From an optimization exercise on the open Yosys and OpenROAD flow, aimed at small area; shortcuts taken in it are not production practice.
The RTL was checked by simulation tests, not by an equivalence proof against the original design.
Power and IR drop assume default switching activity.

## design/flow/config.mk

```make
export PLATFORM = sky130hd
export DESIGN_NAME = sf2_game
export DESIGN_NICKNAME = sf2_game
export VERILOG_FILES = /design/flow/design.v
export SDC_FILE = /design/flow/constraint.sdc
export NUM_CORES = 4
export LEC_CHECK = 0
export ABC_AREA = 1
export CAP_MARGIN = 15
export CORE_MARGIN = 2
export CORE_UTILIZATION = 40
export CTS_BUF_LIST = sky130_fd_sc_hd__clkbuf_8
export SLEW_MARGIN = 15
```

## design/flow/design.v

```verilog
module keypress (
    input  logic        Clk,
    input  logic        Reset,
    input  logic [7:0]  keyCode,
    input  logic        press,
    output logic [13:0] keys
);
    always_ff @(posedge Clk) begin
        if (Reset)
            keys <= 14'd0;
        else
            case (keyCode)
                8'h1d: keys[13] <= press;   
                8'h1c: keys[12] <= press;   
                8'h1b: keys[11] <= press;   
                8'h23: keys[10] <= press;   
                8'h2c: keys[9]  <= press;   
                8'h35: keys[8]  <= press;   
                8'h3c: keys[7]  <= press;   
                8'h75: keys[6]  <= press;   
                8'h72: keys[5]  <= press;   
                8'h6b: keys[4]  <= press;   
                8'h74: keys[3]  <= press;   
                8'h41: keys[2]  <= press;   
                8'h49: keys[1]  <= press;   
                8'h4a: keys[0]  <= press;   
                default: ;
            endcase
    end
endmodule
module gamestate (
    input  logic       Clk,
    input  logic       Reset,
    input  logic       fre,         
    input  logic       start_key,   
    input  logic       ko,
    output logic       gamescreen,
    output logic [3:0] gamestate
);
    localparam logic [2:0] START = 3'd0, STARTGAME = 3'd1, THREE = 3'd2, TWO = 3'd3,
                           ONE = 3'd4, FIGHT = 3'd5, GAME = 3'd6, KO = 3'd7;
    logic [2:0] state, next_state;
    logic [8:0] gameC;
    function automatic logic [8:0] inc9(input logic [8:0] a);
        logic c;
        c = 1'b1;
        for (int i = 0; i < 9; i++) begin
            inc9[i] = a[i] ^ c;
            c = c & a[i];
        end
    endfunction
    assign gamestate  = {1'b0, state};
    assign gamescreen = (state == START);
    always_comb begin
        next_state = state;
        case (state)
            START:     if (start_key) next_state = STARTGAME;
            STARTGAME: next_state = THREE;
            THREE:     if (gameC[6] & gameC[4] & gameC[3] & gameC[1])  next_state = TWO;
            TWO:       if (gameC[7] & gameC[5] & gameC[4] & gameC[2]) next_state = ONE;
            ONE:       if (gameC[8] & gameC[3] & gameC[2] & gameC[1]) next_state = FIGHT;
            FIGHT:     if (gameC[8] & gameC[6] & gameC[5] & gameC[3]) next_state = GAME;
            GAME:      if (ko) next_state = KO;
            KO:        if (gameC[8] & gameC[7] & gameC[6] & gameC[5] & gameC[4] & gameC[2]) next_state = START;
        endcase
    end
    always_ff @(posedge Clk) begin
        if (Reset) begin
            state <= START;
            gameC <= 9'd0;
        end else if (fre) begin
            state <= next_state;
            if (state == STARTGAME)
                gameC <= 9'd0;
            else if (state != START && state != GAME)
                gameC <= inc9(gameC);
        end
    end
endmodule
module fighter #(
    parameter int CW = 6,             
    parameter int J3 = 35,            
    parameter int J4 = 45             
) (
    input  logic          Clk,
    input  logic          Reset,
    input  logic          fre,
    input  logic          kj,         
    input  logic          kc,         
    input  logic          kk,         
    input  logic          kp,         
    input  logic          kw,         
    input  logic          ks,         
    input  logic          full,       
    input  logic          isdead,
    output logic [5:0]    state,
    output logic [CW-1:0] cnt,
    output logic          hit,
    output logic          gen
);
    localparam logic [5:0]
        StartI = 6'd0, Idle1 = 6'd1, Idle2 = 6'd2, Idle3 = 6'd3,
        StartW = 6'd4, Walk1 = 6'd5, Walk2 = 6'd6, Walk3 = 6'd7,
        StartP = 6'd8, Punch1 = 6'd9, Punch2 = 6'd10, Punch3 = 6'd11,
        StartPu = 6'd12, Punish1 = 6'd13, Punish2 = 6'd14, Punish3 = 6'd15,
        StartK = 6'd16, Kick1 = 6'd17, Kick2 = 6'd18, Kick3 = 6'd19,
        Crouch = 6'd20, StartCP = 6'd21, CrouchP = 6'd22, CrouchPunish = 6'd23,
        StartJ = 6'd24, Jump1 = 6'd25, Jump2 = 6'd26, Jump3 = 6'd27, Jump4 = 6'd28,
        StartSpesh = 6'd29, Spesh1 = 6'd30, Spesh2 = 6'd31, Spesh3 = 6'd32,
        StartKO = 6'd33, KO1 = 6'd34, KO2 = 6'd35;
    logic [5:0] next_state;
    logic       j3end, j4end;
    generate
        if (J3 == 35) begin : g_ken
            assign j3end = cnt[5] & cnt[1] & cnt[0];             
            assign j4end = cnt[3] & cnt[2] & cnt[0];             
        end else begin : g_bat
            assign j3end = cnt[5] & cnt[4] & cnt[2] & cnt[1] & cnt[0];   
            assign j4end = cnt[6] & cnt[3] & cnt[1] & cnt[0];            
        end
    endgenerate
    function automatic logic [5:0] inc6(input logic [5:0] a);
        logic c;
        c = 1'b1;
        for (int i = 0; i < 6; i++) begin
            inc6[i] = a[i] ^ c;
            c = c & a[i];
        end
    endfunction
    function automatic logic [CW-1:0] inc(input logic [CW-1:0] a);
        logic c;
        c = 1'b1;
        for (int i = 0; i < CW; i++) begin
            inc[i] = a[i] ^ c;
            c = c & a[i];
        end
    endfunction
    logic       is_start;
    logic       adv, hold, endc;
    logic [5:0] tgt;
    always_comb begin
        case (state)
            Idle1, Walk1, Punish1: endc = cnt[3];                       
            Idle2, Walk2:     endc = cnt[4];                            
            Idle3, Walk3:     endc = cnt[3];                            
            Punch1, Kick1:    endc = cnt[1] & cnt[0];                   
            Punch2, Kick2, KO1: endc = cnt[3] & cnt[1];                 
            Punch3, Kick3:    endc = cnt[2] & cnt[1] & cnt[0];          
            Punish3:          endc = cnt[4] & cnt[3];                   
            CrouchP, Jump1:   endc = cnt[2] & cnt[0];                   
            Jump2, Spesh1:    endc = cnt[3] & cnt[2] & cnt[1] & cnt[0];  
            Jump3:            endc = j3end;
            Jump4:            endc = j4end;
            Spesh2:           endc = cnt[4] & cnt[3] & cnt[2] & cnt[1];  
            Spesh3:           endc = cnt[5] & cnt[3] & cnt[2] & cnt[0];  
            default:          endc = 1'b1;
        endcase
        adv  = 1'b0;
        hold = 1'b0;
        tgt  = StartI;
        case (state)
            Idle1, Idle2, Idle3, Walk1, Walk2, Walk3: begin
                if (kj) tgt = StartJ;
                else if (kc) tgt = Crouch;
                else if (kk) tgt = StartK;
                else if (kp) tgt = StartP;
                else if (state[2] ? !kw : kw) tgt = state[2] ? StartI : StartW;
                else if (ks && full) tgt = StartSpesh;
                else if (endc) begin
                    if (state == Idle3) tgt = StartI;
                    else if (state == Walk3) tgt = StartW;
                    else adv = 1'b1;
                end
                else if (isdead) tgt = StartKO;
                else hold = 1'b1;
            end
            Punish1, Punish2, Punish3: begin
                if (!(kp || kk)) tgt = StartI;
                else if (state == Punish3) begin
                    if (endc) tgt = StartPu; else hold = 1'b1;
                end
                else if (endc || state == Punish2) adv = 1'b1;
                else hold = 1'b1;
            end
            Kick3: if (endc) tgt = StartPu; else hold = 1'b1;
            Jump4, Spesh3: if (endc) tgt = StartI; else hold = 1'b1;
            Crouch: begin
                if (kc) begin
                    if (kp) adv = 1'b1; else hold = 1'b1;
                end
                else if (isdead) tgt = StartKO;
                else tgt = StartI;
            end
            CrouchPunish: if (kp) hold = 1'b1; else tgt = Crouch;
            KO2: if (isdead) hold = 1'b1; else tgt = StartI;
            Punch1, Punch2, Punch3, Kick1, Kick2, CrouchP, Jump1, Jump2, Jump3,
            Spesh1, Spesh2, KO1: if (endc) adv = 1'b1; else hold = 1'b1;
            StartI, StartW, StartP, StartPu, StartK, StartCP, StartJ, StartSpesh, StartKO:
                adv = 1'b1;
            default: tgt = StartI;
        endcase
        next_state = adv ? inc6(state) : hold ? state : tgt;
    end
    assign hit = ((state == Punch2 || state == Kick2) && !cnt[3] && !cnt[1] && !cnt[0]) ||
                 (state == CrouchP && !cnt[2] && !cnt[1] && cnt[0]);
    assign gen = (state == Spesh3) && cnt[5] && cnt[3] && cnt[2] && cnt[0];
    assign is_start = (state == StartI) || (state == StartW) || (state == StartP) ||
                      (state == StartPu) || (state == StartK) || (state == StartCP) ||
                      (state == StartJ) || (state == StartSpesh) || (state == StartKO);
    always_ff @(posedge Clk) begin
        if (Reset) begin
            state <= StartI;
            cnt   <= '0;
        end else if (fre) begin
            state <= next_state;
            cnt   <= is_start ? '0 : inc(cnt);
        end
    end
endmodule
module ball (
    input  logic       Clk,
    input  logic       Reset,
    input  logic       fre,
    input  logic       fd,           
    input  logic [9:0] DrawX,
    input  logic [9:0] DrawY,
    input  logic [5:0] ken,
    input  logic [5:0] bat,
    input  logic [5:0] jc,           
    input  logic [6:0] jc2,          
    input  logic       k_left, k_right, b_left, b_right,
    input  logic       khit, bhit, Kengen, Batgen,
    input  logic [3:0] gamestate,
    output logic [9:0] Ryu_X, Ryu_Y, Bat_X, Bat_Y,
    output logic [9:0] KS, BS,
    output logic       ks_full, bs_full,
    output logic [9:0] bX,
    output logic       kendead, batdead,
    output logic       is_ryu, is_bat, ishealth, isoutline, isSp,
    output logic       isKenSpecial, isBatSpecial, isLetter
);
    function automatic logic [9:0] add(input logic [9:0] a, input logic [9:0] b, input logic ci);
        logic c;
        c = ci;
        for (int i = 0; i < 10; i++) begin
            add[i] = a[i] ^ b[i] ^ c;
            c = (a[i] & b[i]) | (a[i] & c) | (b[i] & c);
        end
    endfunction
    function automatic logic [7:0] add8(input logic [7:0] a, input logic [7:0] b);
        logic c;
        c = 1'b0;
        for (int i = 0; i < 8; i++) begin
            add8[i] = a[i] ^ b[i] ^ c;
            c = (a[i] & b[i]) | (a[i] & c) | (b[i] & c);
        end
    endfunction
    function automatic logic lt8(input logic [7:0] a, input logic [7:0] b);
        logic c;
        c = 1'b1;
        for (int i = 0; i < 8; i++)
            c = (a[i] & ~b[i]) | (a[i] & c) | (~b[i] & c);
        lt8 = ~c;
    endfunction
    function automatic logic lt(input logic [9:0] a, input logic [9:0] b);
        logic c;
        c = 1'b1;                        
        for (int i = 0; i < 10; i++)
            c = (a[i] & ~b[i]) | (a[i] & c) | (~b[i] & c);
        lt = ~c;
    endfunction
    logic [9:0] RX, BX;
    logic [8:0] RY, BY;                       
    logic       rpos, rneg, bpos, bneg;       
    logic [7:0] kh, bh;                       
    logic [3:0] kk, bk;                       
    logic       ksp, bsp;                     
    logic [9:0] KSpec, BSpec;                 
    logic [7:0] backX;
    logic [9:0] RS, BSz, RYS, BYS, RY_in, BY_in;
    logic [1:0] rsel, bsel;                   
    always_comb begin
        case (ken)
            6'd10, 6'd18, 6'd22, 6'd29, 6'd30, 6'd31, 6'd32, 6'd33, 6'd34: rsel = 2'd1;
            6'd35: rsel = 2'd2;
            default: rsel = 2'd0;
        endcase
        case (bat)
            6'd10, 6'd18, 6'd22, 6'd31, 6'd33, 6'd34: bsel = 2'd1;
            6'd35: bsel = 2'd2;
            default: bsel = 2'd0;
        endcase
        RS  = rsel[1] ? 10'd200 : rsel[0] ? 10'd150 : 10'd100;
        BSz = bsel[1] ? 10'd200 : bsel[0] ? 10'd150 : 10'd100;
    end
    logic       rjump, bjump, rset, bset;
    logic [9:0] RYc, BYc, rdy, bdy;
    always_comb begin
        rjump = (ken >= 6'd25 && ken <= 6'd28);
        rset  = 1'b0;
        rdy   = 10'd0;
        case (ken)
            6'd2, 6'd14:  begin RYS = 10'd205; RYc = 10'd249; end
            6'd3, 6'd15:  begin RYS = 10'd210; RYc = 10'd244; end
            6'd20, 6'd21, 6'd22, 6'd23: begin RYS = 10'd150; RYc = 10'd304; end
            6'd24: begin RYS = 10'd250; RYc = 10'd204; end
            6'd25: begin RYS = 10'd250; RYc = 10'd204; rdy = (jc[2:0] == 3'd0) ? 10'd0 : 10'h3fa; end
            6'd26: begin RYS = 10'd150; RYc = 10'd204; rdy = 10'h3fa; end
            6'd27: begin RYS = 10'd150; RYc = 10'd27; rset = (jc[5] == 1'b0 && jc[3:0] == 4'd0); rdy = 10'd3; end
            6'd28: begin RYS = 10'd250; RYc = 10'd27; rdy = 10'd3; end
            6'd33, 6'd34: begin RYS = 10'd100; RYc = 10'd354; end
            6'd35: begin RYS = 10'd50;  RYc = 10'd404; end
            default: begin RYS = 10'd200; RYc = 10'd254; end
        endcase
        bjump = (bat >= 6'd25 && bat <= 6'd28);
        bset  = 1'b0;
        bdy   = 10'd0;
        case (bat)
            6'd2, 6'd14:  begin BYS = 10'd205; BYc = 10'd249; end
            6'd3, 6'd15:  begin BYS = 10'd210; BYc = 10'd244; end
            6'd20, 6'd21, 6'd22, 6'd23: begin BYS = 10'd150; BYc = 10'd304; end
            6'd24: begin BYS = 10'd250; BYc = 10'd204; end
            6'd25: begin BYS = 10'd200; BYc = 10'd254; bset = (jc2[2:0] == 3'd0); bdy = 10'h3f1; end
            6'd26: begin BYS = 10'd200; BYc = 10'd254; bdy = 10'h3f1; end
            6'd27, 6'd28: begin BYS = 10'd250; BYc = 10'd254; bdy = 10'd3; end
            6'd33, 6'd34: begin BYS = 10'd100; BYc = 10'd354; end
            6'd35: begin BYS = 10'd50;  BYc = 10'd404; end
            default: begin BYS = 10'd200; BYc = 10'd254; end
        endcase
        if (!rjump || rset) RY_in = RYc;
        else if (fd)        RY_in = add({1'b0, RY}, rdy, 1'b0);
        else                RY_in = {1'b0, RY};
        if (!bjump || bset) BY_in = BYc;
        else if (fd)        BY_in = add({1'b0, BY}, bdy, 1'b0);
        else                BY_in = {1'b0, BY};
    end
    logic [9:0] RE, BL, T;
    assign RE = add(RX, RS, 1'b0);        
    assign BL = add(BX, ~BSz, 1'b1);      
    logic [9:0] T5;
    always_comb begin                     
        case ({rsel, bsel})
            4'b0000: begin T = 10'd200; T5 = 10'd205; end
            4'b0001, 4'b0100: begin T = 10'd250; T5 = 10'd255; end
            4'b0101, 4'b0010, 4'b1000: begin T = 10'd300; T5 = 10'd305; end
            4'b0110, 4'b1001: begin T = 10'd350; T5 = 10'd355; end
            default: begin T = 10'd400; T5 = 10'd405; end
        endcase
    end
    logic c_bsp, c_ksp, coll, katk, batk, bathit, kenhit, bump, free;
    logic kwall, kleft, backl, bwall, bleftw, backr, kstill, bstill;
    logic [9:0] rd, bd, ra, rb, ba, bb, rsum, bsum, RX_n, BX_n;
    logic rc, bc, ktsmall;
    logic rpos_n, rneg_n, bpos_n, bneg_n;
    always_comb begin
        c_bsp  = ksp && !lt(KSpec, BL);
        c_ksp  = !c_bsp && bsp && !lt(RE, BSpec);
        coll   = !c_bsp && !c_ksp && !lt(RE, BL);
        katk   = (ken == 6'd18 && bat != 6'd20) || ken == 6'd10 || ken == 6'd22;
        batk   = (bat == 6'd18 && ken != 6'd20) || bat == 6'd22 || bat == 6'd10;
        bathit = coll && katk;
        kenhit = coll && !katk && batk;
        bump   = coll && !katk && !batk;
        free   = !c_bsp && !c_ksp && !coll;
        kwall  = !lt(RE, 10'd639);
        kleft  = !kwall && (!lt(RX, 10'd974) || lt(RX, 10'd7));           
        backl  = free && kleft && (lt(BX, 10'd635) || !lt(BX, 10'd1019))  
                 && !lt8(backX, 8'd5);
        bwall  = !lt(BX, 10'd639);
        backr  = free && bwall && lt(10'd10, RX) && lt8(backX, 8'd209);
        bleftw = !bwall && lt(BL, 10'd6);
        kstill = (ken >= 6'd8 && ken <= 6'd11) || (ken >= 6'd16 && ken <= 6'd23) || (ken >= 6'd29 && ken <= 6'd32);
        bstill = (bat >= 6'd8 && bat <= 6'd11) || (bat >= 6'd16 && bat <= 6'd23) || (bat >= 6'd29 && bat <= 6'd32);
        rpos_n = rpos;
        rneg_n = rneg;
        if (c_ksp || bump || (free && kwall)) begin
            rpos_n = 1'b0; rneg_n = 1'b1;
        end else if (free && kleft) begin
            if (!backl) begin rpos_n = 1'b1; rneg_n = 1'b0; end
        end else if (free) begin
            rpos_n = !kstill && !k_left && k_right;
            rneg_n = !kstill && k_left;
        end
        bpos_n = bpos;
        bneg_n = bneg;
        if (c_bsp || bump || (free && bleftw)) begin
            bpos_n = 1'b1; bneg_n = 1'b0;
        end else if (free && bwall) begin
            if (!backr) begin bpos_n = 1'b0; bneg_n = 1'b1; end
        end else if (free) begin
            bpos_n = !bstill && !b_left && b_right;
            bneg_n = !bstill && b_left;
        end
        if (backr)      rd = 10'h3fb;
        else if (backl) rd = 10'd5;
        else if (bathit || !(rpos || rneg)) rd = 10'd0;
        else            rd = rpos ? 10'd5 : 10'h3fb;
        if (backr)      bd = 10'h3fb;
        else if (backl) bd = 10'd5;
        else if (kenhit || !(bpos || bneg)) bd = 10'd0;
        else            bd = bpos ? 10'd5 : 10'h3fb;
        ra = kenhit ? BX : RX;
        rb = kenhit ? ~T : rd;
        rsum = add(ra, rb, 1'b0);
        ktsmall = !lt(rsum, 10'd974) || lt(rsum, 10'd5);                
        RX_n = (kenhit && ktsmall) ? 10'd5 : rsum;
        ba = bathit ? RX : BX;
        bb = bathit ? T : bd;
        bsum = add(ba, bb, bathit);
        BX_n = (kenhit && ktsmall) ? T5 : bsum;
    end
    logic [7:0] kh_n, bh_n, backX_n;
    logic [3:0] kk_n, bk_n;
    logic       ksp_n, bsp_n;
    always_comb begin
        kh_n = kh;
        if (bhit && kenhit && !lt8(kh, 8'd5)) kh_n = add8(kh, 8'hfb);
        if (c_ksp) kh_n = !lt8(kh, 8'd20) ? add8(kh, 8'hec) : 8'd0;
        bh_n = bh;
        if (khit && bathit && !lt8(bh, 8'd5)) bh_n = add8(bh, 8'hfb);
        if (c_bsp) bh_n = !lt8(bh, 8'd20) ? add8(bh, 8'hec) : 8'd0;
        backX_n = backX;
        if (backl && !backr) backX_n = add8(backX, 8'hfb);
        if (backr && !backl) backX_n = add8(backX, 8'd5);
        ksp_n = Kengen ? 1'b1 : c_bsp ? 1'b0 : ksp;
        bsp_n = Batgen ? 1'b1 : c_ksp ? 1'b0 : bsp;
        kk_n = kk;
        if (khit && bathit && kk != 4'd10) kk_n = {kk[3] ^ (kk[2] & kk[1] & kk[0]), kk[2] ^ (kk[1] & kk[0]), kk[1] ^ kk[0], ~kk[0]};
        if (Kengen) kk_n = 4'd0;
        bk_n = bk;
        if (bhit && kenhit && bk != 4'd10) bk_n = {bk[3] ^ (bk[2] & bk[1] & bk[0]), bk[2] ^ (bk[1] & bk[0]), bk[1] ^ bk[0], ~bk[0]};
        if (Batgen) bk_n = 4'd0;
    end
    always_ff @(posedge Clk) begin
        if (Reset) begin
            RX <= 10'd150;
            BX <= 10'd550;
            RY <= 9'd10;
            BY <= 9'd10;
            rpos <= 1'b0; rneg <= 1'b0;
            bpos <= 1'b0; bneg <= 1'b0;
            kh <= 8'd200;
            bh <= 8'd200;
            kk <= 4'd0;
            bk <= 4'd0;
            ksp <= 1'b0;
            bsp <= 1'b0;
            KSpec <= 10'd0;
            BSpec <= 10'd0;
            backX <= 8'd106;
        end else begin
            RY <= RY_in[8:0];
            BY <= BY_in[8:0];
            if (fre) begin
                RX <= RX_n;
                BX <= BX_n;
                rpos <= rpos_n; rneg <= rneg_n;
                bpos <= bpos_n; bneg <= bneg_n;
                kh <= kh_n;
                bh <= bh_n;
                kk <= kk_n;
                bk <= bk_n;
                ksp <= ksp_n;
                bsp <= bsp_n;
                backX <= backX_n;
                KSpec <= add(ksp ? KSpec : RE, 10'd5, 1'b0);
                BSpec <= add(bsp ? BSpec : BL, 10'h3fb, 1'b0);
            end
        end
    end
    logic [7:0] k20, b20;
    function automatic logic [7:0] x20(input logic [3:0] k);
        x20 = add8({k, 4'd0}, {2'd0, k, 2'd0});
    endfunction
    assign k20 = x20(kk);
    assign b20 = x20(bk);
    assign KS = {2'd0, k20};
    assign BS = {2'd0, b20};
    assign ks_full = (kk == 4'd10);
    assign bs_full = (bk == 4'd10);
    assign Ryu_X = RX;
    assign Ryu_Y = {1'b0, RY};
    assign Bat_X = BX;
    assign Bat_Y = {1'b0, BY};
    assign bX = {2'd0, backX};
    assign kendead = (kh == 8'd0);
    assign batdead = (bh == 8'd0);
    logic [9:0] xm5, xr, dyr, dyb, dxk, dxb;
    logic xl, xrr;
    always_comb begin
        xm5 = add(DrawX, 10'h3fb, 1'b0);
        xr  = add(10'd634, ~DrawX, 1'b1);
        xl  = lt(10'd5, DrawX);
        xrr = lt(DrawX, 10'd634);
        isSp = (lt(10'd25, DrawY) && lt(DrawY, 10'd35)) &&
               ((xl && lt(xm5, {2'd0, k20})) || (xrr && lt(xr, {2'd0, b20})));
        isoutline = ((DrawY == 10'd5 || DrawY == 10'd25) &&
                     ((!lt(DrawX, 10'd5) && lt(DrawX, 10'd206)) || (!lt(DrawX, 10'd434) && lt(DrawX, 10'd635)))) ||
                    ((DrawX == 10'd5 || DrawX == 10'd205 || DrawX == 10'd434 || DrawX == 10'd634) &&
                     (!lt(DrawY, 10'd5) && lt(DrawY, 10'd26)));
        ishealth = !isoutline && (lt(10'd5, DrawY) && lt(DrawY, 10'd25)) &&
                   ((xl && lt(xm5, {2'd0, kh})) || (xrr && lt(xr, {2'd0, bh})));
        isLetter = !lt(DrawY, 10'd150) && lt(DrawY, 10'd225) &&
                   ((!lt(DrawX, 10'd283) && lt(DrawX, 10'd358) &&
                     (gamestate == 4'd2 || gamestate == 4'd3 || gamestate == 4'd4)) ||
                    (!lt(DrawX, 10'd270) && lt(DrawX, 10'd370) && gamestate == 4'd7) ||
                    (!lt(DrawX, 10'd220) && lt(DrawX, 10'd420) && gamestate == 4'd5));
        dyr = add(DrawY, ~{1'b0, RY}, 1'b1);
        dyb = add(DrawY, ~{1'b0, BY}, 1'b1);
        is_ryu = !lt(DrawX, RX) && lt(DrawX, RE) && lt(dyr, RYS);
        is_bat = !lt(DrawX, BL) && lt(DrawX, BX) && lt(dyb, BYS);
        dxk = add(DrawX, ~KSpec, 1'b1);
        isKenSpecial = ksp && lt(dxk, 10'd50) && lt(KSpec, 10'd974) &&
                       !lt(DrawY, 10'd279) && lt(DrawY, 10'd329);
        dxb = add(BSpec, ~DrawX, 1'b0);   
        isBatSpecial = bsp && lt(dxb, 10'd50) && lt(DrawX, 10'd974) &&
                       !lt(DrawY, 10'd279) && lt(DrawY, 10'd329);
    end
endmodule
module sf2_game (
    input  logic       clk,
    input  logic       reset,         
    input  logic       frame_clk,     
    input  logic [7:0] key_code,      
    input  logic       key_press,     
    input  logic [9:0] draw_x,        
    input  logic [9:0] draw_y,
    output logic [9:0] ken_x,
    output logic [9:0] ken_y,
    output logic [9:0] bat_x,
    output logic [9:0] bat_y,
    output logic [5:0] ken_sprite,
    output logic [5:0] bat_sprite,
    output logic [9:0] ken_special_meter,
    output logic [9:0] bat_special_meter,
    output logic [9:0] background_x,
    output logic       ken_dead,
    output logic       bat_dead,
    output logic [3:0] game_state,
    output logic       game_screen,
    output logic       is_ken,
    output logic       is_bat,
    output logic       is_health,
    output logic       is_outline,
    output logic       is_special_bar,
    output logic       is_ken_projectile,
    output logic       is_bat_projectile,
    output logic       is_letter
);
    logic [13:0] keys;
    logic [5:0]  kcnt;
    logic [6:0]  bcnt;
    logic        khit, bhit, kengen, batgen, kfull, bfull;
    logic frame_clk_delayed, fre, fd;
    always_ff @(posedge clk) begin
        if (reset) begin
            frame_clk_delayed <= 1'b0;
            fre <= 1'b0;
            fd <= 1'b0;
        end else begin
            frame_clk_delayed <= frame_clk;
            fre <= frame_clk && !frame_clk_delayed;
            fd <= fre;
        end
    end
    keypress key (.Clk(clk), .Reset(reset), .keyCode(key_code), .press(key_press), .keys(keys));
    gamestate gms (.Clk(clk), .Reset(reset), .fre(fre), .start_key(keys[0]),
                   .ko(ken_dead | bat_dead), .gamescreen(game_screen), .gamestate(game_state));
    fighter #(.CW(6), .J3(35), .J4(45)) k (
        .Clk(clk), .Reset(reset), .fre(fre),
        .kj(keys[13]), .kc(keys[11]), .kk(keys[8]), .kp(keys[9]),
        .kw(keys[12] | keys[10]), .ks(keys[7]), .full(kfull), .isdead(ken_dead),
        .state(ken_sprite), .cnt(kcnt), .hit(khit), .gen(kengen));
    fighter #(.CW(7), .J3(55), .J4(75)) b (
        .Clk(clk), .Reset(reset), .fre(fre),
        .kj(keys[6]), .kc(keys[5]), .kk(keys[1]), .kp(keys[2]),
        .kw(keys[4] | keys[3]), .ks(keys[0]), .full(bfull), .isdead(bat_dead),
        .state(bat_sprite), .cnt(bcnt), .hit(bhit), .gen(batgen));
    ball ball_instance (
        .Clk(clk), .Reset(reset), .fre(fre), .fd(fd), .DrawX(draw_x), .DrawY(draw_y),
        .ken(ken_sprite), .bat(bat_sprite), .jc(kcnt), .jc2(bcnt),
        .k_left(keys[12]), .k_right(keys[10]), .b_left(keys[4]), .b_right(keys[3]),
        .khit(khit), .bhit(bhit), .Kengen(kengen), .Batgen(batgen),
        .gamestate(game_state),
        .Ryu_X(ken_x), .Ryu_Y(ken_y), .Bat_X(bat_x), .Bat_Y(bat_y),
        .KS(ken_special_meter), .BS(bat_special_meter),
        .ks_full(kfull), .bs_full(bfull), .bX(background_x),
        .kendead(ken_dead), .batdead(bat_dead),
        .is_ryu(is_ken), .is_bat(is_bat), .ishealth(is_health), .isoutline(is_outline),
        .isSp(is_special_bar), .isKenSpecial(is_ken_projectile),
        .isBatSpecial(is_bat_projectile), .isLetter(is_letter));
endmodule
```

## design/flow/standard.sh

```bash
#!/bin/bash
# synth_recipe.tcl (not shown) runs the flow's synth.tcl, then flattens the netlist and writes it again
# the make line also repeats each setting of config.mk as NAME=value (left out here)
make -C /OpenROAD-flow-scripts/flow DESIGN_CONFIG=/design/flow/config.mk WORK_HOME=/design/flow/orfs CLKGATE_MAP_FILE= SYNTH_SCRIPT=/design/flow/synth_recipe.tcl "${@:-finish}"
```

## design/flow/flow/seqstubs.py

```python
# Writes black-box Verilog stubs for the liberty file's sequential cells.
import re, sys
s = open(sys.argv[1]).read()
heads = list(re.finditer(r'\n\s*cell\s*\(\s*"?(\w+)"?\s*\)\s*\{', s))
out = []
for i, m in enumerate(heads):
    body = s[m.end(): heads[i + 1].start() if i + 1 < len(heads) else len(s)]
    if not re.search(r'\b(ff|latch|statetable)\s*\(', body):
        continue
    pins = []
    for p in re.finditer(r'\bpin\s*\(\s*"?(\w+)"?\s*\)\s*\{', body):
        d = re.search(r'direction\s*:\s*"?(\w+)"?', body[p.end():p.end() + 3000])
        pins.append((p.group(1), d.group(1) if d else 'input'))
    ports = ', '.join(('output ' if d == 'output' else 'input ') + n for n, d in pins)
    out.append(f'(* blackbox *)\nmodule {m.group(1)}({ports});\nendmodule\n')
open(sys.argv[2], 'w').write(''.join(out))
```

## design/flow/constraint.sdc

```tcl
create_clock -name core_clock -period 12.0 [get_ports {clk}]
set_input_delay 2.4000 -clock core_clock [delete_from_list [all_inputs] [get_ports {clk}]]
set_output_delay 2.4000 -clock core_clock [all_outputs]
set_load 0.01 [all_outputs]
```

## design/flow/flow/remap.sh

```bash
#!/bin/bash
# usage: remap.sh in.v out.v seed log
# Re-maps the combinational logic of the standard synthesis's netlist with a
# stronger ABC script.  Every sequential cell is read as a black box, so each
# register keeps its instance name, cell type and connections; ABC only sees
# the logic between them.  ABC's cec then checks the new logic against the old,
# and the log says whether it passed.
set -euo pipefail
IN=$1; OUT=$2; SEED=$3; LOG=$4
HERE=$(cd "$(dirname "$0")" && pwd)
W=$(dirname "$OUT")
LIB=$FLOW_HOME/platforms/$FLOW_PLATFORM/lib/sky130_fd_sc_hd__tt_025C_1v80.lib
YOSYS=$FLOW_HOME/../tools/install/yosys/bin/yosys
[[ -x $YOSYS ]] || YOSYS=yosys
STUBS=${OUT%.v}.stubs.v
REF=${OUT%.v}.ref.blif
SCRIPT=${OUT%.v}.abc
python3 "$HERE/seqstubs.py" "$LIB" "$STUBS"
cat > "$SCRIPT" <<EOT
strash
write_blif $REF
&get -n
&deepsyn -T 300 -S $SEED
&dch -f
&nf -R 1000 -p -C 32 -F 8 -A 4
&put
topo
cec $REF
EOT
"$YOSYS" -p "
read_verilog $STUBS
read_liberty -ignore_miss_func -nooverwrite $LIB
read_verilog $IN
hierarchy -top $FLOW_TOP
flatten
attrmap -remove capacitance -remove hdlname
rename -hide w:_*_.*
opt_clean -purge
abc -liberty $LIB $DONT_USE_ARGS -script $SCRIPT
read_liberty -lib -overwrite $LIB
opt_clean -purge
hilomap -hicell sky130_fd_sc_hd__conb_1 HI -locell sky130_fd_sc_hd__conb_1 LO
opt_clean -purge
insbuf -buf sky130_fd_sc_hd__buf_1 A X
opt_clean -purge
check -assert -mapped
tee -o ${OUT%.v}.stat stat -liberty $LIB
select $FLOW_TOP
write_verilog -noattr -nohex -nodec -selected $OUT
" > "$LOG" 2>&1
```

## design/flow/flow/run.sh

```bash
#!/bin/bash
# The standard layout with four changes to how the layout is made:
#  1. after the standard synthesis (standard.sh synth, unchanged), the logic
#     between the registers is re-mapped with a stronger ABC script
#     (flow/remap.sh, two passes of four seeds): the registers stay exactly as
#     the standard synthesis made them, and ABC's cec must prove the new logic
#     equal to the old, else the standard netlist is kept;
#  2. the ports are buffered with buf_1 cells (every port still gets its own
#     buffer);
#  3. CTS builds its tree from clkbuf_8 with clusters of at most 12 sinks and
#     inserts no dummy loads;
#  4. after synthesis, the resizer may not use buffers larger than buf_2 or
#     delay cells (the platform's don't-use cells stay don't-use).
# Logs: synth.log, remap_*.log and standard.log here, ORFS's own under orfs/logs/.
set -euo pipefail
W=$(pwd)
RES=$W/orfs/results/$FLOW_PLATFORM/sf2_game/base
LOGS=$W/orfs/logs/$FLOW_PLATFORM/sf2_game/base

bash standard.sh synth > synth.log 2>&1

export DONT_USE_ARGS=$(grep -o -- "-dont_use [^ ]*" "$LOGS/1_2_yosys.log" | sort -u | tr '\n' ' ')
export FLOW_HOME FLOW_PLATFORM FLOW_TOP
cp "$RES/1_2_yosys.v" "$W/std.v"
mkdir -p "$W/remap"
# Two passes of four seeds each; the second starts from the first's best.  Each
# result counts only if ABC's cec proved it equal to its input.
cur="$W/std.v"; cur_area=""
for pass in 1 2; do
  for k in 1 2 3 4; do
    s=$(( (pass - 1) * 4 + k ))
    bash flow/remap.sh "$cur" "$W/remap/r$s.v" $s "$W/remap_$s.log" || true &
  done
  wait
  for k in 1 2 3 4; do
    s=$(( (pass - 1) * 4 + k ))
    if grep -q "Networks are equivalent" "$W/remap_$s.log" && [[ -s $W/remap/r$s.stat && -s $W/remap/r$s.v ]]; then
      a=$(grep "Chip area" "$W/remap/r$s.stat" | awk '{print $NF}')
      if [[ -z $cur_area ]] || awk "BEGIN{exit !($a < $cur_area)}"; then cur="$W/remap/r$s.v"; cur_area=$a; fi
    fi
  done
done
echo "remap: best=$cur area=${cur_area:-}" > remap.log
if [[ -n $cur_area ]]; then
  cp "$cur" "$RES/1_2_yosys.v"
  rm -f "$RES/1_synth.odb" "$RES/1_synth.sdc"
fi

DONT_USE_LAYOUT="$(grep -o -- "-dont_use [^ ]*" "$LOGS/1_2_yosys.log" | awk '{print $2}' | sort -u | tr '\n' ' ')"
DONT_USE_LAYOUT="$DONT_USE_LAYOUT sky130_fd_sc_hd__buf_4 sky130_fd_sc_hd__buf_6 sky130_fd_sc_hd__buf_8 sky130_fd_sc_hd__buf_12 sky130_fd_sc_hd__buf_16"
DONT_USE_LAYOUT="$DONT_USE_LAYOUT sky130_fd_sc_hd__bufbuf_8 sky130_fd_sc_hd__bufbuf_16 sky130_fd_sc_hd__dlygate4sd1_1 sky130_fd_sc_hd__dlygate4sd2_1 sky130_fd_sc_hd__dlygate4sd3_1"
DONT_USE_LAYOUT="$DONT_USE_LAYOUT sky130_fd_sc_hd__dlymetal6s2s_1 sky130_fd_sc_hd__dlymetal6s4s_1 sky130_fd_sc_hd__dlymetal6s6s_1"
DONT_USE_LAYOUT="$DONT_USE_LAYOUT sky130_fd_sc_hd__clkdlybuf4s15_1 sky130_fd_sc_hd__clkdlybuf4s15_2 sky130_fd_sc_hd__clkdlybuf4s18_1 sky130_fd_sc_hd__clkdlybuf4s18_2"
DONT_USE_LAYOUT="$DONT_USE_LAYOUT sky130_fd_sc_hd__clkdlybuf4s25_1 sky130_fd_sc_hd__clkdlybuf4s25_2 sky130_fd_sc_hd__clkdlybuf4s50_1 sky130_fd_sc_hd__clkdlybuf4s50_2"

bash standard.sh \
  DONT_USE_CELLS="$DONT_USE_LAYOUT" \
  BUFFER_PORTS_ARGS="-buffer_cell sky130_fd_sc_hd__buf_1" \
  CTS_ARGS="-sink_clustering_enable -repair_clock_nets -buf_list sky130_fd_sc_hd__clkbuf_8 -sink_clustering_size 12 -dont_use_dummy_load" \
  finish > standard.log 2>&1
```

==> results of run 1 <==
## worst max-delay path, delay by kind of cell (launching register included)
family	cells	cell delay (ps)
flip-flops	1	810
AND/OR/NAND/NOR	12	3060
multiplexers	1	330
XOR/XNOR	3	800
AO/OA/AOI/OAI	17	5140
## sequential cells by signal, summed over array words and instances, names as in the netlist, 6 cells and up
| name | count |
|---|---|
| k.state | 6 |
| ball_instance.RY | 9 |
| ball_instance.BY | 9 |
| ball_instance.kh | 8 |
| ball_instance.RX | 10 |
| b.cnt | 7 |
| b.state | 6 |
| gms.gameC | 9 |
| ball_instance.bh | 8 |
| k.cnt | 6 |
| ball_instance.backX | 8 |
| key.keys | 14 |
| ball_instance.BSpec | 10 |
| ball_instance.KSpec | 10 |
| ball_instance.BX | 10 |
## area by class of cell
class / count / area (µm²)
Fill cell: 3221 / 16810
Multi-Input combinational cell: 1534 / 8917
Sequential cell: 150 / 3003
Timing Repair Buffer: 155 / 588.1
Tap cell: 396 / 495.5
Inverter: 79 / 296.5
Clock buffer: 17 / 234.0
## how the worst min path moves through the flow
stage          cells after the start  end  slack, ps
2_1_floorplan                      1  fre        370
3_3_place_gp                       1  fre        390
3_5_place_dp                       1  fre        390
4_1_cts                            1  fre        400
5_1_grt                            1  fre        420
6_report                           1  fre        400
## power breakdown
| part | total, mW | internal (mW) | switching (mW) | leakage, nW |
|---|---|---|---|---|
| Combinational | 0.341 | 0.119 | 0.222 | 3.08 |
| Sequential | 0.555 | 0.514 | 0.0409 | 1.22 |
| Clock | 0.312 | 0.125 | 0.187 | 0.122 |
| Total | 1.21 | 0.758 | 0.450 | 4.42 |
## per-stage QoR
step                total power [mW]  instances  setup WS [ps]  hold WS (ps)  area [µm²]
floorplan                     0.7790       1768           3517         367.4       12240
global placement              0.8945       2313           2307         385.6       13300
detailed placement            0.8952       2313           1961         393.5       13300
CTS                            1.201       2330           1939         404.4       13530
global route                   1.268       2331          676.6         422.0       13530
finish                         1.208       2331           1699         400.8       13530
## placed cells by master (no fill, tap or decap), types with 41 or more instances in the layout
cell / count
dfxtp_1: 150
nor2_1: 217
clkinv_1: 79
a21oi_1: 172
nor2b_1: 41
nor3_1: 61
xor2_1: 50
buf_1: 150
o21ai_0: 169
nand2_1: 192
xnor2_1: 88
nand3_1: 62
## metal layers
metal | GRT usage [%] | up-vias | part of all wire, %
met4 | 12.77 | 0 | 3.9
met1 | 39.48 | 6725 | 42
met2 | 47.44 | 680 | 44
met5 | 0 | - | 0
li1 | - | 6893 | -
met3 | 6.976 | 132 | 9.2
==> impl_results.md, run 1 <==
- Violation count after the first detailed-route iteration: 1,508
- CTS max path bufs: 2
- WP data required: 12,370 ps
- FF-to-FF Start: b.state[2]
- IO buf count: 115
- CP endpoint: ball_instance.BX[1]
- Core outline area: 30,350 µm²
- Worst vdd ir: 0.00006575 V
- Final Critical Period: 10,300 ps
- Total global routing overflow: 0
- Syn Area/Cell: 6.921 µm²
- Most numerous cell on the critical path: o21ai_0
- Worst r2r dst: ball_instance.BX[1]
- Die Height: 178.9 µm
- R2R depth: 33
- Largest net degree at the start of global routing: 30
- # diodes: 0
- Post-CTS Resized: 0
- Leak: 4.421 nW
- HP Class: reg -> reg
- Vias per cell: 6.190
- Routed len/inst: 20.85 µm
- WP data arrival: 10,670 ps
- Sum of negative setup slack: 0 ps
- Sink Count: 150
- Aggregate routed wire length: 48,600 µm
- Worst Setup End Kind: flop
- Post-synthesis cell area: 12,240 µm²
- CTS Buf Count: 17
- Root buffer cell: clkbuf_8
- Initial Utilization: 40.32%
- First-pass DRT Iterations: 6
- GR Util All Layers: 30.17%
- Postcts setup bufs: 0
- Worst-path clk slew: 100 ps
- Routability cong.: 0.9639
- Die X: 178.9 µm
- Pins Over Slew Limit: 0
- Worst-margin pin slew: 1192 ps
- Die area: 32,000 µm²
- CP Max Fanout: 22
- Routed Antenna Nets: 0
- Slew headroom: 20.55%
- Max-Cap Viols: 0
- Rows: 64
- Period utilization: 85.85%
- Crit-path slowest cell: o21ai_0
- Warnings, synthesis: 6
- Clock latency at the later pin of the worst-skew pair: 500 ps
- CTS HTree Levels: 4
- Syn Nets: 1,800
- Initial antenna violation count: 0
- Crit path launch: b.state[2]
- Remaining DRCs: 0
- CTS tree: yes
- Vias post-DR: 14,430
- RSZ-0062 raised after global routing: no
- Setup slack, reg-to-reg: 1700 ps
- Crit Path Class: reg -> reg
- Global-route wire length before repair: 74,690 µm
- FMAX: 97.07 MHz
- Vias in the first global route: 13,240
- Area grow syn2layout: 10.61%
- Hold buffers post-CTS: 0
- Final core utilization: 44.60%
- Worst hold start: frame_clk_delayed
- Worst Setup Start Kind: flop
- Final Net Count: 1,969
- Hpwl dp: 37,230 µm
- Crit path largest cell delay: 820 ps
- Hold Violations, Final: 0
- I/O pin cnt: 129
- Final Skew: 34.63 ps
- Outcome: complete, no violations
- Setup Viol. Count Final: 0
- Cells after Synth: 1,768
- Share of cells above drive strength 1: 1.137%
- Cell Pwr Density: 89.24 nW/µm²
==> inputs of run 2 (changes only) <==
--- a/design/flow/flow/run.sh
+++ b/design/flow/flow/run.sh
@@ -2,7 +2,7 @@
 # The standard layout with four changes to how the layout is made:
 #  1. after the standard synthesis (standard.sh synth, unchanged), the logic
 #     between the registers is re-mapped with a stronger ABC script
-#     (flow/remap.sh, two passes of four seeds): the registers stay exactly as
+#     (flow/remap.sh, three passes of four seeds): the registers stay exactly as
 #     the standard synthesis made them, and ABC's cec must prove the new logic
 #     equal to the old, else the standard netlist is kept;
 #  2. the ports are buffered with buf_1 cells (every port still gets its own
@@ -23,10 +23,8 @@
 export FLOW_HOME FLOW_PLATFORM FLOW_TOP
 cp "$RES/1_2_yosys.v" "$W/std.v"
 mkdir -p "$W/remap"
-# Two passes of four seeds each; the second starts from the first's best.  Each
-# result counts only if ABC's cec proved it equal to its input.
 cur="$W/std.v"; cur_area=""
-for pass in 1 2; do
+for pass in 1 2 3; do
   for k in 1 2 3 4; do
     s=$(( (pass - 1) * 4 + k ))
     bash flow/remap.sh "$cur" "$W/remap/r$s.v" $s "$W/remap_$s.log" || true &
==> run 2 against run 1 <==
Against the previous run:
- non-clock buffer count down 3
- first-iteration DRC count grew 0.86%
- still clean
- via count is 0.62% lower
- sequential share of layout area increased by 0.078 points
- cell area decreased by 0.35%
==> impl_results.md, run 2 <==
- Largest net degree at the start of global routing: 25
- Clock latency at the later pin of the worst-skew pair: 500 ps
- Crit Path Class: reg -> reg
- Warnings, synthesis: 6
- CTS tree: yes
- Max-Cap Viols: 0
- Vias per cell: 6.202
- Violation count after the first detailed-route iteration: 1,521
- R2R depth: 40
- CTS max path bufs: 2
- Slew headroom: 25.07%
- Rows: 63
- Pins Over Slew Limit: 0
- Total global routing overflow: 0
- Sw frac: 40.56%
- Largest register FFs: 14
- Setup slack, reg-to-reg: 900 ps
- Syn Nets: 1,790
- Post-CTS Resized: 0
- WP data arrival: 11,470 ps
- Most numerous cell on the critical path: nor2_1
- Final Skew: 34.10 ps
- Vias in the first global route: 12,970
- Die area: 31,910 µm²
- Worst-margin pin slew: 1096 ps
- Sequential power share: 42.0%
- Syn Area/Cell: 6.939 µm²
- P_sw: 0.5611 mW
- Hold Violations, Final: 0
- Hpwl dp: 36,770 µm
- Global-route wire length before repair: 73,280 µm
- First-pass DRT Iterations: 7
- Hold Slack: 385.9 ps
- Worst hold start: frame_clk_delayed
- Worst hold endpoint: fre
- FMAX: 90.09 MHz
- CTS HTree Levels: 4
- Routed Antenna Nets: 0
- CTS Buf Count: 17
- Clock Power Share: 22.0%
- GR Util All Layers: 29.72%
- Highest-count cells in the layout ignoring fill and taps: nor2_1, nand2_1, a21oi_1
- Postcts setup bufs: 0
- Final Net Count: 1,956
- Period utilization: 92.50%
- Outcome: complete, no violations
- Sink Count: 150
- Worst path top cell family by delay: simple AND/OR/NAND/NOR gates
- Sum of negative setup slack: 0 ps
- Largest Register: key.keys
- Crit path launch: b.state[3]
- Hold buffers post-CTS: 0
- Leak: 4.423 nW
- HP Class: reg -> reg
- Commonest non-fill, non-tap cell in the layout: nor2_1
- Setup Viol. Count Final: 0
- Root buffer cell: clkbuf_8
- Hold path depth: 1
- Remaining DRCs: 0
- I/O pin cnt: 129
- Total area of sequential cells: 3003 µm²
- Cell Pwr Density: 102.6 nW/µm²
- Area grow syn2layout: 10.55%
- Worst r2r dst: ball_instance.RX[2]
- Worst-path clk slew: 80 ps
- Worst Setup Start Kind: flop
- Area of the multi-input gates: 8876 µm²
- Crit-path slowest cell: dfxtp_1
- Die X: 178.6 µm
- Worst vdd ir: 0.00006798 V
- Core outline area: 29,800 µm²
- Post-synthesis cell area: 12,200 µm²
- Initial Utilization: 40.94%
- Worst Setup End Kind: flop
- Initial antenna violation count: 0
- Aggregate routed wire length: 47,770 µm
- Cells after Synth: 1,758
- Die Height: 178.6 µm
- CP Max Fanout: 16
- RSZ-0062 raised after global routing: no
- Vias post-DR: 14,340
- Crit path buf inv count: 2
- # diodes: 0
- FF-to-FF Start: b.state[3]
- Combinational Power Share: 36.0%
- WP data required: 12,370 ps
- Share of cells above drive strength 1: 1.145%
- Routed len/inst: 20.66 µm
- Internal power: 0.8223 mW
- Routability cong.: 0.9673
- IO buf count: 115
- Final Critical Period: 11,100 ps
- Crit path largest cell delay: 680 ps
- Fillers: 3,179
==> run 2: per-layer routing <==
metal,up-vias,GRT usage [%],part of all wire [%]
met5,-,0,0
met4,0,10.91,2.8
met3,93,6.458,8.5
met2,628,46.73,45
met1,6744,39.83,44
li1,6875,-,-
==> run 2: how the worst max path moves through the flow <==
stage / end / depth (start not counted)
after global routing: ball_instance.RX[6] / 42
after CTS: ball_instance.RX[2] / 40
after detailed placement: ball_instance.RX[2] / 40
after global placement: ball_instance.RX[2] / 40
final: ball_instance.RX[2] / 40
after floorplan: ball_instance.RX[2] / 41
==> run 2: worst reg2reg max path: cells and delay by family (launching register included) <==
family / cells / cell delay [ps]
simple gates: 16 / 3700
compound gates: 14 / 3470
fa+ha+maj: 3 / 1130
xor+xnor: 3 / 800
flops: 1 / 680
buf+inv: 2 / 680
mux: 2 / 520
==> run 2: layout make-up <==
cell class,instances,share of cell area [%]
sequential,150,22.27
multi-input combinational,1521,65.81
timing repair buffer,152,4.286
clock buffer,17,1.735
tap,390,3.618
inverter,82,2.282
==> run 2: power groups by stage <==
stage | registers, mW | clock network (mW) | logic (mW)
after floorplan | 0.577 | 0 | 0.338
after global placement | 0.589 | 0 | 0.486
after detailed placement | 0.590 | 0 | 0.485
after CTS | 0.578 | 0.313 | 0.488
after global routing | 0.585 | 0.331 | 0.547
final | 0.581 | 0.305 | 0.497
==> run 2: stage by stage <==
| step | area [µm²] | std cells | util [%] | setup slack, ps | power (mW) |
|---|---|---|---|---|---|
| CTS | 13490 | 2312 | 45.26 | 1178 | 1.379 |
| finish | 13490 | 2312 | 45.26 | 900.3 | 1.383 |
| global placement | 13250 | 2295 | 44.48 | 1653 | 1.075 |
| floorplan | 12200 | 1758 | - | 2007 | 0.9146 |
| detailed placement | 13250 | 2295 | 44.48 | 1237 | 1.074 |
| global route | 13490 | 2312 | 45.26 | 142.7 | 1.464 |
==> inputs of run 3 (changes only) <==
--- a/design/flow/flow/run.sh
+++ b/design/flow/flow/run.sh
@@ -2,7 +2,7 @@
 # The standard layout with four changes to how the layout is made:
 #  1. after the standard synthesis (standard.sh synth, unchanged), the logic
 #     between the registers is re-mapped with a stronger ABC script
-#     (flow/remap.sh, three passes of four seeds): the registers stay exactly as
+#     (flow/remap.sh, four passes of four seeds): the registers stay exactly as
 #     the standard synthesis made them, and ABC's cec must prove the new logic
 #     equal to the old, else the standard netlist is kept;
 #  2. the ports are buffered with buf_1 cells (every port still gets its own
@@ -24,7 +24,7 @@
 cp "$RES/1_2_yosys.v" "$W/std.v"
 mkdir -p "$W/remap"
 cur="$W/std.v"; cur_area=""
-for pass in 1 2 3; do
+for pass in 1 2 3 4; do
   for k in 1 2 3 4; do
     s=$(( (pass - 1) * 4 + k ))
     bash flow/remap.sh "$cur" "$W/remap/r$s.v" $s "$W/remap_$s.log" || true &
==> run 3 against run 2 <==
Against the previous run:
- combinational power rose by 5.0%
- total power rose by 2.6%
- worst setup slack improved by 85 ps
- synthesized cell count rose by 0.74%
- core utilization fell by 0.11 points
- still clean
- sequential cell count did not move
- clock power rose by 3%
- sequential power barely moved
==> impl_results.md, run 3 <==
- R2R depth: 42
- Largest Register: key.keys
- Syn Area/Cell: 6.870 µm²
- Period utilization: 91.79%
- Non-Filler Instances: 2,323
- Hold buffers post-CTS: 0
- Sum of negative setup slack: 0 ps
- HP Class: reg -> reg
- Area post-placement: 13,210 µm²
- Crit Path Class: reg -> reg
- Area grow syn2layout: 10.58%
- Vias post-DR: 14,400
- FMAX: 90.79 MHz
- RSZ-0062 raised after global routing: no
- Cells after Synth: 1,771
- Die Height: 178.4 µm
- Leak: 4.413 nW
- Post-Place Setup Slack: 1168 ps
- Hold Violations, Final: 0
- CP endpoint: ball_instance.BX[1]
- Crit path largest cell delay: 630 ps
- CTS Buf Count: 17
- Max-Cap Viols: 0
- Setup Viol. Count Final: 0
- Most numerous cell on the critical path: o21ai_0
- Initial antenna violation count: 1
- Routed len/inst: 20.29 µm
- Cell Pwr Density: 105.5 nW/µm²
- Post-synthesis cell area: 12,170 µm²
- Postcts setup bufs: 0
- Total global routing overflow: 0
- Largest net degree at the start of global routing: 26
- Crit-path slowest cell: dfxtp_1
- Initial Utilization: 40.83%
- Cells after DPL: 2,305
- Worst-path clk slew: 90 ps
- I/O pin cnt: 129
- IO buf count: 115
- Overall Power: 1.420 mW
- Core outline area: 29,800 µm²
- Clock latency at the later pin of the worst-skew pair: 490 ps
- Global-route wire length before repair: 73,050 µm
- Final Critical Period: 11,010 ps
- Warnings, synthesis: 6
- Violation count after the first detailed-route iteration: 1,907
- Pins Over Slew Limit: 0
- Remaining DRCs: 0
- Routability cong.: 0.9662
- Final instance area: 13,450 µm²
- CTS max path bufs: 2
- # diodes: 0
- Vias per cell: 6.198
- Syn Nets: 1,803
- Aggregate routed wire length: 47,130 µm
- Final Net Count: 1,967
- Final Skew: 39.92 ps
- CTS tree: yes
- GR Util All Layers: 29.43%
- CP Max Fanout: 21
- Total area of sequential cells: 3003 µm²
- Crit path launch: k.state[1]
- Die X: 178.4 µm
- Worst vdd ir: 0.00005363 V
- Area of the multi-input gates: 8857 µm²
- Worst-margin pin slew: 1104 ps
- Outcome: complete, no violations
- First-pass DRT Iterations: 6
- Post-CTS Resized: 0
- Die area: 31,830 µm²
- Routed Antenna Nets: 0
- FF-to-FF Start: k.state[1]
- Hpwl dp: 36,090 µm
- Root buffer cell: clkbuf_8
- Share of cells above drive strength 1: 1.242%
- Largest register FFs: 14
- WP data arrival: 11,330 ps
- WP data required: 12,320 ps
- Worst Setup Start Kind: flop
- Fillers: 3,182
- Hold path depth: 1
- Sink Count: 150
- Commonest non-fill, non-tap cell in the layout: nor2_1
- CTS HTree Levels: 4
- Vias in the first global route: 12,920
- Slew headroom: 26.11%
- Worst Setup End Kind: flop
- Worst r2r dst: ball_instance.BX[1]
- Rows: 63
- Worst setup margin: 985.7 ps
- Setup slack, reg-to-reg: 990 ps
- Highest-count cells in the layout ignoring fill and taps: nor2_1, nand2_1, o21ai_0
## run 3: metal layers
layer / global-route usage, % / share of wire (%) / wire length (µm)
met1: 40.01 / 44 / 20820
met5: 0 / 0.028 / 13
met2: 46.36 / 44 / 20700
met4: 11.25 / 3.5 / 1667
met3: 5.051 / 8.3 / 3918
## run 3: worst min-delay path by stage
stage	end	slack, ps	from
after floorplan	fre	370	frame_clk_delayed
after global placement	fre	370	frame_clk_delayed
after detailed placement	fre	380	frame_clk_delayed
after CTS	fre	350	frame_clk_delayed
after global routing	fre	370	frame_clk_delayed
final	fre	350	frame_clk_delayed
## run 3: report_power, final
group / internal [mW] / switching [mW]
Clock: 0.125 / 0.190
Sequential: 0.523 / 0.0598
Combinational: 0.184 / 0.338
Total: 0.832 / 0.588
## run 3: cell type report
class,instances,area share [%]
multi-input cells,1535,65.83
flip-flops and latches,150,22.32
repair buffers,150,4.222
well taps,390,3.627
inverters,81,2.260
clock buffers,17,1.739
## run 3: stage by stage
step	utilization [%]	hold slack (ps)
2_1_floorplan	-	367.4
4_1_cts	45.11	348.1
3_5_place_dp	44.33	380.6
5_1_grt	45.15	374.1
3_3_place_gp	44.33	374.0
6_report	45.15	352.6
## run 3: critical path: cells and delay by family (launching register included)
family | cells | cell delay [ps]
DFF | 1 | 630
AOI/OAI and AO/OA | 21 | 4750
and+or+nand+nor | 12 | 2710
adders and majority gates | 6 | 2160
buffers and inverters | 1 | 100
xor gates and xnor gates | 2 | 490

==> separate check: timing with driven ports <==
No port has a modelled driver above. Below, the same layouts with a new extraction and two added sets of constraints.
Step 1: set_driving_cell puts a clkbuf_16 on clk and a buf_2 on each other input, an assumption about the parent block.
Step 2 also shifts input and output timing later by t, the mid clock arrival at the registers, as if the neighbouring blocks saw the same clock.
Slacks: ideal / step 1 / step 2; pairs: ideal / step 1.
run | t, ns | slack for setup (ns) | worst hold slack (ns) | worst data-port slew with drivers (ns) | pins driven straight from the clock port
run 1 | 0.526 | 1.699 / 1.699 / 1.699 | 0.401 / 0.401 / 0.401 | 0.03 | 1
run 2 | 0.531 | 0.900 / 0.900 / 0.900 | 0.386 / 0.386 / 0.386 | 0.06 | 1
run 3 | 0.513 | 0.986 / 0.986 / 0.986 | 0.353 / 0.353 / 0.353 | 0.04 | 1
After both steps every run listed still meets setup and hold.
